Context: an optimization exercise on an open-source flow, tuned for small area, a short achievable clock period and few clock cycles. The choices shown serve that exercise and are no tape-out recipe.
At most, simulation tests tie the RTL to the original design; equivalence was not proved.
Power figures rest on the tool's default switching activity, not on a simulated workload.

==> ember: inputs <==
==> flow/design.v (excerpt) <==
module div_fsm#(
    parameter   DATAWIDTH = 10'd57
)
(
    input                         clk,
    input                         rst_n,
    input                         en,
    input     [DATAWIDTH-1:0]     dividend,
    input     [DATAWIDTH-1:0]     divisor,
    output                        ready,
    output    [DATAWIDTH-1:0]     quotient,
    output    [DATAWIDTH-1:0]     remainder,
    output                        vld_out
);
==> module div_fsm, before the edit <==
module div_fsm#(
    parameter   DATAWIDTH = 10'd57
)
(
    input                         clk,
    input                         rst_n,
    input                         en,
    input     [DATAWIDTH-1:0]     dividend,
    input     [DATAWIDTH-1:0]     divisor,
    output                        ready,
    output    [DATAWIDTH-1:0]     quotient,
    output    [DATAWIDTH-1:0]     remainder,
    output                        vld_out
);
localparam W  = DATAWIDTH;
localparam K1 = 27;              
localparam K2 = 3;               
reg  [W-1:0] r_q;                
reg  [W-1:0] r_r;                
reg  [W-1:0] r_d;                
reg  [5:0]   r_cnt;              
reg          r_busy;
reg          r_vld;
assign ready     = ~r_busy;
assign vld_out   = r_vld;
assign quotient  = r_q;
assign remainder = r_r;
wire start = en & ~r_busy;
reg  [5:0]   r_wb;
reg  [5:0]   wb_in;
integer      wi;
always @(*) begin
    wb_in = 6'd0;
    for (wi = 0; wi < W; wi = wi + 1)
        if (divisor[wi]) wb_in = wi + 1;
end
wire [W-1:0] m;
genvar gi;
generate
    for (gi = 0; gi < W; gi = gi + 1) begin : g_m
        assign m[gi] = (r_wb <= gi + 1);
    end
endgenerate
wire d_nz = (r_wb != 6'd0);
wire [W+K1-1:0] x1 = {r_r, r_q[W-1:W-K1]};
wire [W+K2-1:0] x2 = {r_r, r_q[W-1:W-K2]};
wire sk1 = d_nz & (r_cnt >= K1) & ~|x1[W+K1-1:W] & ~|(x1[W-1:0] & m);
wire sk2 = d_nz & (r_cnt >= K2) & ~|x2[W+K2-1:W] & ~|(x2[W-1:0] & m);
wire [W:0]   x0   = {r_r, r_q[W-1]};
wire [W+1:0] diff = {1'b0, x0} - {2'b00, r_d};
wire         qb   = ~diff[W+1];
always @(posedge clk or negedge rst_n) begin
    if (!rst_n) begin
        r_busy <= 1'b0;
        r_vld  <= 1'b0;
        r_cnt  <= 6'd0;
    end else begin
        r_vld <= 1'b0;
        if (start) begin
            r_busy <= 1'b1;
            r_cnt  <= W;
        end else if (r_busy) begin
            if (sk1) begin
                r_cnt <= r_cnt - K1;
                if (r_cnt == K1) begin r_busy <= 1'b0; r_vld <= 1'b1; end
            end else if (sk2) begin
                r_cnt <= r_cnt - K2;
                if (r_cnt == K2) begin r_busy <= 1'b0; r_vld <= 1'b1; end
            end else begin
                r_cnt <= r_cnt - 1'b1;
                if (r_cnt == 6'd1) begin r_busy <= 1'b0; r_vld <= 1'b1; end
            end
        end
    end
end
wire s_k1  = r_busy & sk1;
wire s_k2  = r_busy & ~sk1 & sk2;
wire s_st  = r_busy & ~sk1 & ~sk2;
wire s_sub = s_st & qb;
wire s_sh  = s_st & ~qb;
wire s_hd  = ~r_busy & ~en;
wire [W-1:0] r_nx = ({W{s_sub}} & diff[W-1:0])
                  | ({W{s_sh}}  & x0[W-1:0])
                  | ({W{s_k1}}  & x1[W-1:0])
                  | ({W{s_k2}}  & x2[W-1:0])
                  | ({W{s_hd}}  & r_r);
wire [W-1:0] q_nx = ({W{start}} & dividend)
                  | ({W{s_k1}}  & {r_q[W-K1-1:0], {K1{1'b0}}})
                  | ({W{s_k2}}  & {r_q[W-K2-1:0], {K2{1'b0}}})
                  | ({W{s_st}}  & {r_q[W-2:0], qb})
                  | ({W{s_hd}}  & r_q);
always @(posedge clk) begin
    if (start) begin
        r_d  <= divisor;
        r_wb <= wb_in;
    end
    r_r <= r_nx;
    r_q <= q_nx;
end
endmodule
export LEC_CHECK = 0
export ABC_CLOCK_PERIOD_IN_PS = 3000
export CAP_MARGIN = 20
export CORE_MARGIN = 2
export CORE_UTILIZATION = 50
export CTS_BUF_LIST = sky130_fd_sc_hd__clkbuf_4 sky130_fd_sc_hd__clkbuf_8
export PLACE_DENSITY = 0.65
export SETUP_SLACK_MARGIN = 2.5
export SLEW_MARGIN = 20
create_clock -name core_clock -period 6.0 [get_ports {clk}]
standard.sh (not shown) runs the stock make flow with config.mk's settings and CLKGATE_MAP_FILE= SYNTH_SCRIPT=/design/flow/synth_recipe.tcl, a recipe that flattens the netlist after the stock synthesis.
==> flow/flow/run.sh <==
#!/bin/bash
# The standard layout, with buf_1 as the port buffer cell instead of the
# cell buffer_ports picks by default.
set -euo pipefail
export BUFFER_PORTS_ARGS="-buffer_cell sky130_fd_sc_hd__buf_1"
bash standard.sh > standard.log 2>&1
==> xenon: changes against ember <==
==> flow/design.v (replaced) <==
module div_fsm#(
    parameter   DATAWIDTH = 10'd57
)
(
    input                         clk,
    input                         rst_n,
    input                         en,
    input     [DATAWIDTH-1:0]     dividend,
    input     [DATAWIDTH-1:0]     divisor,
    output                        ready,
    output    [DATAWIDTH-1:0]     quotient,
    output    [DATAWIDTH-1:0]     remainder,
    output                        vld_out
);
localparam IDLE  = 2'b00;        
localparam SUB   = 2'b01;        
localparam SHIFT = 2'b10;        
localparam DONE  = 2'b11;        
reg [DATAWIDTH * 2'd2 - 1'b1:0] dividend_e;
reg [DATAWIDTH * 2'd2 - 1'b1:0] divisor_e;
reg [DATAWIDTH - 1'b1:0]        quotient_e;
reg [DATAWIDTH - 1'b1:0]        remainder_e;
reg [1:0]                       current_state;
reg [1:0]                       next_state;
reg [DATAWIDTH-1'b1:0]          count;
assign quotient  = quotient_e;
assign remainder = remainder_e;
assign ready = (current_state == IDLE) ? 1'b1 : 1'b0;
assign vld_out = (current_state == DONE) ? 1'b1 : 1'b0;
always@(posedge clk or negedge rst_n)begin
    if(!rst_n)
        current_state <= IDLE;
    else 
        current_state <= next_state;
end
always@(*)begin
    next_state <= 2'bx;
    case(current_state)
        IDLE: begin
            if(en)
                next_state <=  SUB;
            else
                next_state <=  IDLE;
        end
        SUB: next_state <= SHIFT;
        SHIFT: begin
            if(count<DATAWIDTH) 
                next_state <= SUB;
            else 
                next_state <= DONE;
        end
        DONE: next_state <= IDLE;
        default: next_state <= IDLE;
    endcase
end
always@(posedge clk or negedge rst_n) begin
    if(!rst_n) begin
        dividend_e  <= 1'b0;
        divisor_e   <= 1'b0;
        quotient_e  <= 1'b0;
        remainder_e <= 1'b0;
        count       <= 1'b0;
    end else begin
        case(current_state)
            IDLE:begin
                dividend_e <= {{DATAWIDTH{1'b0}}, dividend};
                divisor_e  <= {divisor, {DATAWIDTH{1'b0}}};
            end
            SUB:begin
                if(dividend_e >= divisor_e) begin
                    quotient_e <= {quotient_e[DATAWIDTH-2'd2:0], 1'b1};
                    dividend_e <= dividend_e - divisor_e;
                end else begin
                    quotient_e <= {quotient_e[DATAWIDTH-2'd2:0], 1'b0};
                    dividend_e <= dividend_e;
                end
            end
            SHIFT:begin
                if(count < DATAWIDTH) begin
                    dividend_e <= (dividend_e << 1'b1);
                    count      <= count + 1'b1;
                end else begin
                    remainder_e <= dividend_e[DATAWIDTH*2-1:DATAWIDTH];
                end
            end
            DONE:begin
                count <= 1'b0;
            end    
        endcase
    end
end
endmodule
==> flow/run.sh (new file) <==
#!/bin/bash
# synth_recipe.tcl (not shown) runs the flow's synth.tcl, then flattens the netlist and writes it again
# the make line also repeats each setting of config.mk as NAME=value (left out here)
make -C /OpenROAD-flow-scripts/flow DESIGN_CONFIG=/design/flow/config.mk WORK_HOME=/design/flow/orfs CLKGATE_MAP_FILE= SYNTH_SCRIPT=/design/flow/synth_recipe.tcl finish
==> flow/config.mk (replaced) <==
export PLATFORM = sky130hd
export DESIGN_NAME = div_fsm
export DESIGN_NICKNAME = div_fsm
export VERILOG_FILES = /design/flow/design.v
export SDC_FILE = /design/flow/constraint.sdc
export NUM_CORES = 4
export LEC_CHECK = 0
export CAP_MARGIN = 20
export CORE_MARGIN = 2
export CORE_UTILIZATION = 40
export SLEW_MARGIN = 20
removed: flow/flow/run.sh
removed: flow/standard.sh
==> run notes <==
metric	ember	xenon
RR Endpoint	r_r[55]$_DFF_P_	dividend_e[105]$_DFFE_PN0P_
FF+latch count	185	344
CTS-repair resized insts	49	0
PnR worst setup slack	2.45 ns	2.09 ns
Met1 track utilization from global routing	50.6%	29.0%
Total placed instance area	0.0144 sq mm	0.0204 sq mm
Wire length on met2	22900 um	21600 um
Number of vias per cell after detailed routing	6.53	5.42
Overall track demand over capacity in global routing	35.3%	20.9%
Cell type contributing the most total cell area after synthesis	sky130_fd_sc_hd__dfxtp_1	sky130_fd_sc_hd__dfrtp_1
Routability congestion estimate from global placement	1.02	0.858
Clock network power consumption	0.000928 W	0.00246 W
Status	finished clean	finished clean
Pin slew with the least headroom to its limit	0.917 ns	0.920 ns
Testbench counts of ember, summed over its fixed seeds: cycles 33,212.
Only the layout flow was run in xenon; the RTL was not checked for function there.

afterwards: timing with drivers on the ports:
No port has a modelled driver above. Below, the same layouts with a new extraction and two added sets of constraints. Step 1 assumes that a clkbuf_16 drives the clock port and a buf_2 every other input. Step 2 also shifts input and output timing later by t, the mid clock arrival at the registers, as if the neighbouring blocks saw the same clock. a / b / c = ideal / step 1 / step 2; a / b = the first two.
run | t, ns | slack for setup (ns) | worst register clock-pin slew, ns | cell pins on the clock port's net
ember | 0.524 | 2.454 / 2.454 / 2.237 | 0.12 / 0.12 | 1
xenon | 0.611 | 2.087 / 2.087 / 2.087 | 0.06 / 0.06 | 1
After both steps setup and hold are still met in every run listed. For ember, which loses most, drivers alone change the setup slack by 0.000 ns; drivers and shift together by -0.217 ns.
